Source: an optimization exercise on an open RTL-to-GDS flow (aim: small area). Production flows keep margins and buffers that such runs may drop. At most, simulation tests tie the RTL to the original design; equivalence was not proved. The flow treats the clock pin as an ideal source, which a real chip does not have.

==> run D: inputs <==
Design swerv_mul, start of the top module:
module swerv_mul
  (
   input  logic        clk,
   input  logic        rst_l,        
   input  logic        valid,        
   input  logic        rs1_sign,     
   input  logic        rs2_sign,     
   input  logic        low,          
   input  logic [31:0] a,
   input  logic [31:0] b,
   input  logic        freeze,       
   output logic [31:0] out
   );
==> flow/config.mk <==
export PLATFORM = sky130hd
export DESIGN_NAME = swerv_mul
export DESIGN_NICKNAME = swerv_mul
export VERILOG_FILES = /design/flow/design.v
export SDC_FILE = /design/flow/constraint.sdc
export NUM_CORES = 4
export LEC_CHECK = 0
export CAP_MARGIN = 20
export CORE_MARGIN = 2
export CORE_UTILIZATION = 60
export SLEW_MARGIN = 20
export SYNTH_HIERARCHICAL = 1
export SYNTH_MINIMUM_KEEP_SIZE = 0
==> flow/constraint.sdc <==
create_clock -name core_clock -period 8.0 [get_ports {clk}]
set_input_delay 1.6000 -clock core_clock [delete_from_list [all_inputs] [get_ports {clk}]]
set_output_delay 1.6000 -clock core_clock [all_outputs]
set_load 0.01 [all_outputs]
standard.sh (not shown) runs the stock make flow with config.mk's settings and CLKGATE_MAP_FILE= SYNTH_SCRIPT=/design/flow/synth_recipe.tcl, a recipe that flattens the netlist after the stock synthesis.
==> flow/flow/run.sh <==
#!/bin/bash
# Standard ORFS layout with three changes: the port buffers are the smallest
# buffer cell, CTS uses clkbuf_8 and no dummy loads, and after CTS the
# resizer's power recovery downsizes cells that have setup slack to spare.
set -euo pipefail
here=$(pwd)
bash standard.sh \
  "BUFFER_PORTS_ARGS=-buffer_cell sky130_fd_sc_hd__buf_1" \
  "CTS_ARGS=-sink_clustering_enable -repair_clock_nets -buf_list sky130_fd_sc_hd__clkbuf_8 -dont_use_dummy_load" \
  "POST_CTS_TCL=$here/flow/post_cts.tcl" \
  finish > standard_flow.log 2>&1
==> flow/flow/post_cts.tcl <==
# Downsize cells on paths with setup slack to spare, then re-legalize.
estimate_parasitics -placement
repair_timing -recover_power 100 -setup_margin 0.1 -verbose
detailed_placement
check_placement -verbose
==> run A: changes against run D <==
==> flow/flow/run.sh (replaced) <==
#!/bin/bash
# Standard ORFS layout, except that the port buffers are the smallest buffer
# cell instead of the default delay buffer.
set -euo pipefail
bash standard.sh "BUFFER_PORTS_ARGS=-buffer_cell sky130_fd_sc_hd__buf_1" finish > standard_flow.log 2>&1
CAP_MARGIN = 0   (was 20)
CTS_BUF_LIST = sky130_fd_sc_hd__clkbuf_8   (was not set)
SLEW_MARGIN = 0   (was 20)
removed: flow/flow/post_cts.tcl
==> run B: changes against run D <==
--- a/flow/design.v
+++ b/flow/design.v
@@ -4310,17 +4310,17 @@
    mul_fa fa1056 (.x(pp16_30), .y(s1053), .z(c1050), .s(s1055), .c(c1056));
    assign s1057 = pp15_33 ^ pp16_31 ^ c1054;
    wire [63:0] fx = {s1057, s1055, s1051, c1042, s1041, s1035, c1020, c1010, c1000, s999, s987, c962, c948, c932, c916, c898, c880, s879, s859, c818, c796, c772, c748, c722, c696, c668, c640, c610, c578, c546, c514, c482, c452, c422, c394, c366, c340, c314, c290, c266, c244, c222, c202, c182, c164, c146, c130, c114, c100, c86, c74, c62, c52, c42, c34, c26, c20, c14, c10, s9, s5, s3, pp0_1, neg0};
    wire [63:0] fy = {c1056, c1052, c1048, s1047, c1036, c1028, s1027, s1019, s1009, c988, c976, s975, s961, s947, s931, s915, s897, c860, c840, s839, s817, s795, s771, s747, s721, s695, s667, s639, s609, s577, s545, s513, s481, s451, s421, s393, s365, s339, s313, s289, s265, s243, s221, s201, s181, s163, s145, s129, s113, s99, s85, s73, s61, s51, s41, s33, s25, s19, s13, c6, 1'b0, 1'b0, 1'b0, pp0_0};
    wire [64:0] rc;
    assign rc[0] = 1'b0;
    mul_fa rfa0 (.x(fx[0]), .y(fy[0]), .z(rc[0]), .s(P[0]), .c(rc[1]));
-   mul_ha rha1 (.x(fx[1]), .y(rc[1]), .s(P[1]), .c(rc[2]));
-   mul_ha rha2 (.x(fx[2]), .y(rc[2]), .s(P[2]), .c(rc[3]));
-   mul_ha rha3 (.x(fx[3]), .y(rc[3]), .s(P[3]), .c(rc[4]));
+   mul_fa rfa1 (.x(fx[1]), .y(fy[1]), .z(rc[1]), .s(P[1]), .c(rc[2]));
+   mul_fa rfa2 (.x(fx[2]), .y(fy[2]), .z(rc[2]), .s(P[2]), .c(rc[3]));
+   mul_fa rfa3 (.x(fx[3]), .y(fy[3]), .z(rc[3]), .s(P[3]), .c(rc[4]));
    mul_fa rfa4 (.x(fx[4]), .y(fy[4]), .z(rc[4]), .s(P[4]), .c(rc[5]));
    mul_fa rfa5 (.x(fx[5]), .y(fy[5]), .z(rc[5]), .s(P[5]), .c(rc[6]));
    wire [63:0] pg = fx & fy;
    wire [63:0] pp = fx ^ fy;
    assign G1058 = pg[7] | (pp[7] & pg[6]);
    assign Pp1059 = pp[7] & pp[6];
    assign G1060 = pg[9] | (pp[9] & pg[8]);
==> flow/flow/run.sh (replaced) <==
#!/bin/bash
# Standard ORFS layout, except that the port buffers are the smallest buffer
# cell instead of the default delay buffer.
set -euo pipefail
bash standard.sh "BUFFER_PORTS_ARGS=-buffer_cell sky130_fd_sc_hd__buf_1" finish > standard_flow.log 2>&1
CORE_UTILIZATION = 40   (was 60)
removed: flow/flow/post_cts.tcl
==> comparison <==
- Final area: run B > run A > run D.
- The lowest via count belongs to run B, the highest to run D.
- In critical path depth, run D and run B do not differ.
- In run A the worst setup slack is lower than in run B, by 58 ps.
- In run D the final cell count is smaller than in run B, by 8.2%.
- In maximum frequency, run D and run A hardly differ.
- Of run B and run D, run D has the higher sequential share of layout area (gap 0.34 points).
- Core utilization: run D is lower than run A (0.48 points).
- In area after synthesis, run A and run B hardly differ.
==> figures <==
| metric | run D | run B | run A |
|---|---|---|---|
| Number of levels the H-tree was split into | - | 4 | 4 |
| Fin Hold WS | 412 ps | 409 ps | 418 ps |
| Area inside the core boundary | 43,200 um^2 | 65,400 um^2 | 43,200 um^2 |
| FF-to-FF setup slack | 200 ps | 270 ps | 210 ps |
| Result of the run | timing/DRC/antenna clean | timing/DRC/antenna clean | timing/DRC/antenna clean |
| Worst endpoint data arrival time | 8060 ps | 7970 ps | 8080 ps |
| Sequential-to-total area share from yosys stat | 15.2% | 15.1% | 15.2% |
| Maximum operating frequency | 128 MHz | 129 MHz | 128 MHz |
| Fraction of final layout cells with drive strength greater than 1 | 11.2% | 11.9% | 12.4% |
| Layout-to-synthesis area ratio | 1.116x | 1.144x | 1.124x |
| Cell area after placement | 29,000 um^2 | 29,400 um^2 | 29,000 um^2 |
| Least-Margin Pin Slew | 1070 ps | 1000 ps | 1070 ps |
| Post-CTS Setup Inserts | - | 0 | 0 |
| Post-cts gate resize count | - | 0 | 0 |
| Netlist area before placement | 26,300 um^2 | 26,300 um^2 | 26,300 um^2 |
| Launch instance of the worst min-delay path | mul_e1.res_e2_ff.dout[23]$_DFFE_PP_ | mul_e1.res_e2_ff.dout[2]$_DFFE_PP_ | mul_e1.res_e2_ff.dout[9]$_DFFE_PP_ |
| Tmin final | 7800 ps | 7730 ps | 7790 ps |
| Top layer in use | met5 | met4 | met4 |
| Simple-gate portion of the synthesized area | 3.32% | 3.32% | 3.32% |
For run B, only the layout was checked, not whether the RTL still works.

==> static timing again, ports no longer ideal <==
No port has a modelled driver above. Below, the same layouts with a new extraction and two added sets of constraints.
Step 1 assumes that a clkbuf_16 drives the clock port and a buf_2 every other input.
Step 2 adds t to the input delays and takes it off the output delays; t is the mean of the earliest and latest rising clock arrival at the registers after step 1. Input paths then give back, and output paths get back, about the clock's delay inside the block.
Three values: ideal ports, drivers, drivers and shift; two values: the first two.
| run | shift t [ns] | setup slack, ns | worst register clock-pin slew, ns | pins driven straight from the clock port |
|---|---|---|---|---|
| run D | 0.563 | 0.201 / 0.201 / 0.201 | 0.10 / 0.10 | 1 |
| run A | 0.592 | 0.211 / 0.211 / 0.211 | 0.11 / 0.11 | 1 |
| run B | 0.548 | 0.269 / 0.269 / 0.269 | 0.09 / 0.09 | 1 |
After both steps setup and hold are still met in every run listed.
